From an optimization exercise on the open Yosys and OpenROAD flow, aimed at small area, a short achievable clock period and few clock cycles; shortcuts taken in it are not production practice. RTL that was checked went through simulation tests only; none was proved equivalent to the original.

## lane 1
// geofence
module geofence ( clk,reset,X,Y,valid,is_inside);
input clk;
input reset;
input [9:0] X;
input [9:0] Y;
output reg valid;
output reg is_inside;
reg [3:0] cnt;
reg [9:0] px, py;        
reg [21:0] q5;           
reg [29:0] q4;           
reg [21:0] q3, q2, q1, q0;   
reg [15:0] m;            
reg prep;                
reg pass;                
reg two;
reg [3:0] ri;            
reg [2:0] pcnt;          
reg [2:0] rp;            
reg [2:0] cu, cw;        
reg [2:0] pu, pw;        
reg have_u, have_w;
reg [3:0] bcnt;          
reg signed [10:0] ux, uy, wx, wy;
reg signed [11:0] acc, d;
reg neg;                 
reg done, res;           
function [10:0] sub10;
    input [9:0] a, b;
    reg [10:0] g, p, gn, pn;
    integer l, j;
    begin
        g = {a & ~b, 1'b1};
        p = {~(a ^ b), 1'b0};
        for (l = 1; l < 16; l = l * 2) begin
            for (j = 0; j < 11; j = j + 1) begin
                if (j >= l) begin
                    gn[j] = g[j] | (p[j] & g[j-l]);
                    pn[j] = p[j] & p[j-l];
                end else begin
                    gn[j] = g[j];
                    pn[j] = p[j];
                end
            end
            g = gn;
            p = pn;
        end
        sub10 = {~g[10], ~(a ^ b) ^ g[9:0]};
    end
endfunction
wire signed [10:0] dx = sub10(X, px);
wire signed [10:0] dy = sub10(Y, py);
function neg13;
    input [12:0] a, b;
    reg [11:0] g, p, gn, pn;
    integer l, j;
    begin
        g = a[11:0] & b[11:0];
        p = a[11:0] | b[11:0];
        for (l = 1; l < 12; l = l * 2) begin
            for (j = 0; j < 12; j = j + 1) begin
                if (j >= l) begin
                    gn[j] = g[j] | (p[j] & g[j-l]);
                    pn[j] = p[j] & p[j-l];
                end else begin
                    gn[j] = g[j];
                    pn[j] = p[j];
                end
            end
            g = gn;
            p = pn;
        end
        neg13 = a[12] ^ b[12] ^ g[11];
    end
endfunction
wire signed [10:0] vx = q5[21:11];
wire signed [10:0] vy = q5[10:0];
wire [12:0] x1 = {{2{vx[10]}}, vx};          
wire [12:0] y1 = {{2{vy[10]}}, vy};          
wire [12:0] x2 = {vx[10], vx, 1'b0};         
wire [12:0] y2 = {vy[10], vy, 1'b0};         
wire [7:0] b;
assign b[0] = ~vy[10];                       
assign b[1] = ~neg13(y2, ~x1);               
  ...
Size: ~1,700 cells after synthesis, about 280 flip-flops, roughly 24 I/O pins.
clock: 8.0 ns
lec_check: 0
abc_area: 1
cap_margin: 20
core_margin: 2
core_utilization: 60
cts_buf_list: sky130_fd_sc_hd__clkbuf_16
cts_cluster_diameter: 80
cts_cluster_size: 24
place_density: 0.75
setup_slack_margin: 5.0
slew_margin: 20
run.sh (not shown) runs the stock make flow with config.mk's settings and CLKGATE_MAP_FILE= SYNTH_SCRIPT=/design/flow/synth_recipe.tcl, a recipe that flattens the netlist after the stock synthesis.
Testbench counts of lane 1, summed over its fixed seeds: cycles 7,195.
## Diff of input files: lane 2 against lane 1
--- a/flow/design.v
+++ b/flow/design.v
@@ -14,23 +14,23 @@
 reg prep;                
 reg pass;                
 reg two;
 reg [3:0] ri;            
 reg [2:0] pcnt;          
 reg [2:0] rp;            
 reg [2:0] cu, cw;        
 reg [2:0] pu, pw;        
 reg have_u, have_w;
 reg [3:0] bcnt;          
 reg signed [10:0] ux, uy, wx, wy;
-reg signed [11:0] acc, d;
+reg signed [12:0] acc, d;
 reg neg;                 
 reg done, res;           
 function [10:0] sub10;
     input [9:0] a, b;
     reg [10:0] g, p, gn, pn;
     integer l, j;
     begin
         g = {a & ~b, 1'b1};
         p = {~(a ^ b), 1'b0};
         for (l = 1; l < 16; l = l * 2) begin
             for (j = 0; j < 11; j = j + 1) begin
@@ -131,24 +131,24 @@
     end
 endgenerate
 wire out = |(h5 & outv);
 wire amb = |(h5 & ambv);
 wire lo = |r7[7:0];
 wire [15:0] rs = lo ? {8'd0, r7[7:0]} : r7;
 wire in_i = h4[ri];
 wire in_j = h4[{~ri[3], ri[2:0]}];
 wire signed [10:0] qx = q4[21:11];
 wire signed [10:0] qy = q4[10:0];
 wire mdone = (bcnt == 4'd12);
-wire signed [11:0] ta = wy[0] ? ux : 11'sd0;
-wire signed [11:0] tb = wx[0] ? uy : 11'sd0;
+wire signed [12:0] ta = wy[0] ? ux : 11'sd0;
+wire signed [12:0] tb = wx[0] ? uy : 11'sd0;
 wire signed [12:0] sum = (bcnt == 4'd11) ? (acc - d) : (acc + d);
 wire nonneg = ~neg;
 wire slow = (cnt == 4'd8) & ~valid;
 always @(posedge clk or posedge reset) begin
     if (reset) begin
         cnt <= 4'd0;
         valid <= 1'b0;
     end else begin
         if (cnt == 4'd7) begin
             cnt <= 4'd8;
             valid <= ~amb;
@@ -188,23 +188,23 @@
     if (slow & pend) begin
         if (nonneg) begin
             done = ~(two & ~pass);
             res = 1'b1;
         end else
             done = lastpair;
     end
 end
 always @(posedge clk) begin
     d <= ta - tb;
     if ((bcnt == 4'd0) | (bcnt >= 4'd11))
-        acc <= 12'sd0;
+        acc <= 13'sd0;
     else
         acc <= sum >>> 1;
 end
 always @(posedge clk) begin
     if (~slow) begin
         prep <= 1'b1;
         pass <= 1'b0;
         pcnt <= 3'd0;
         cu <= 3'd0;
         cw <= 3'd0;
         pu <= 3'd0;
==> summary.txt <==
Lane 2 -> lane 1: area occupied by registers delta 0, exact match. Clock-buffer cell count across lane 1 and lane 2: no real change. From lane 1 to lane 2, number of tapcells did not move at all. Changes observed in lane 2 relative to lane 1: fraction of final layout cells with drive strength greater than 1 roughly the same; HPWL after detailed placement held.
The RTL of lane 2 was laid out without a check of its function.

## afterwards: timing with drivers on the ports
In the flow no input, the clock included, has a driving cell. The finished layouts below were timed again as built, in two steps. Step 1, drivers: a clkbuf_16 drives clk and a buf_2 each remaining input, both assumed. Step 2, shift: input delay + t, output delay - t, t = (earliest + latest rising clock arrival at the registers) / 2. This alone moves slack from input paths to output paths. Slacks: ideal / step 1 / step 2; pairs: ideal / step 1.
run	shift t [ns]	slack for setup (ns)	latest minus earliest clock arrival (ns)	worst register clock-pin slew, ns
lane 1	0.542	5.065 / 5.092 / 4.550	0.043 / 0.043	0.09 / 0.09
lane 2	0.542	5.065 / 5.092 / 4.550	0.043 / 0.043	0.09 / 0.09
After both steps every run listed still meets setup and hold.
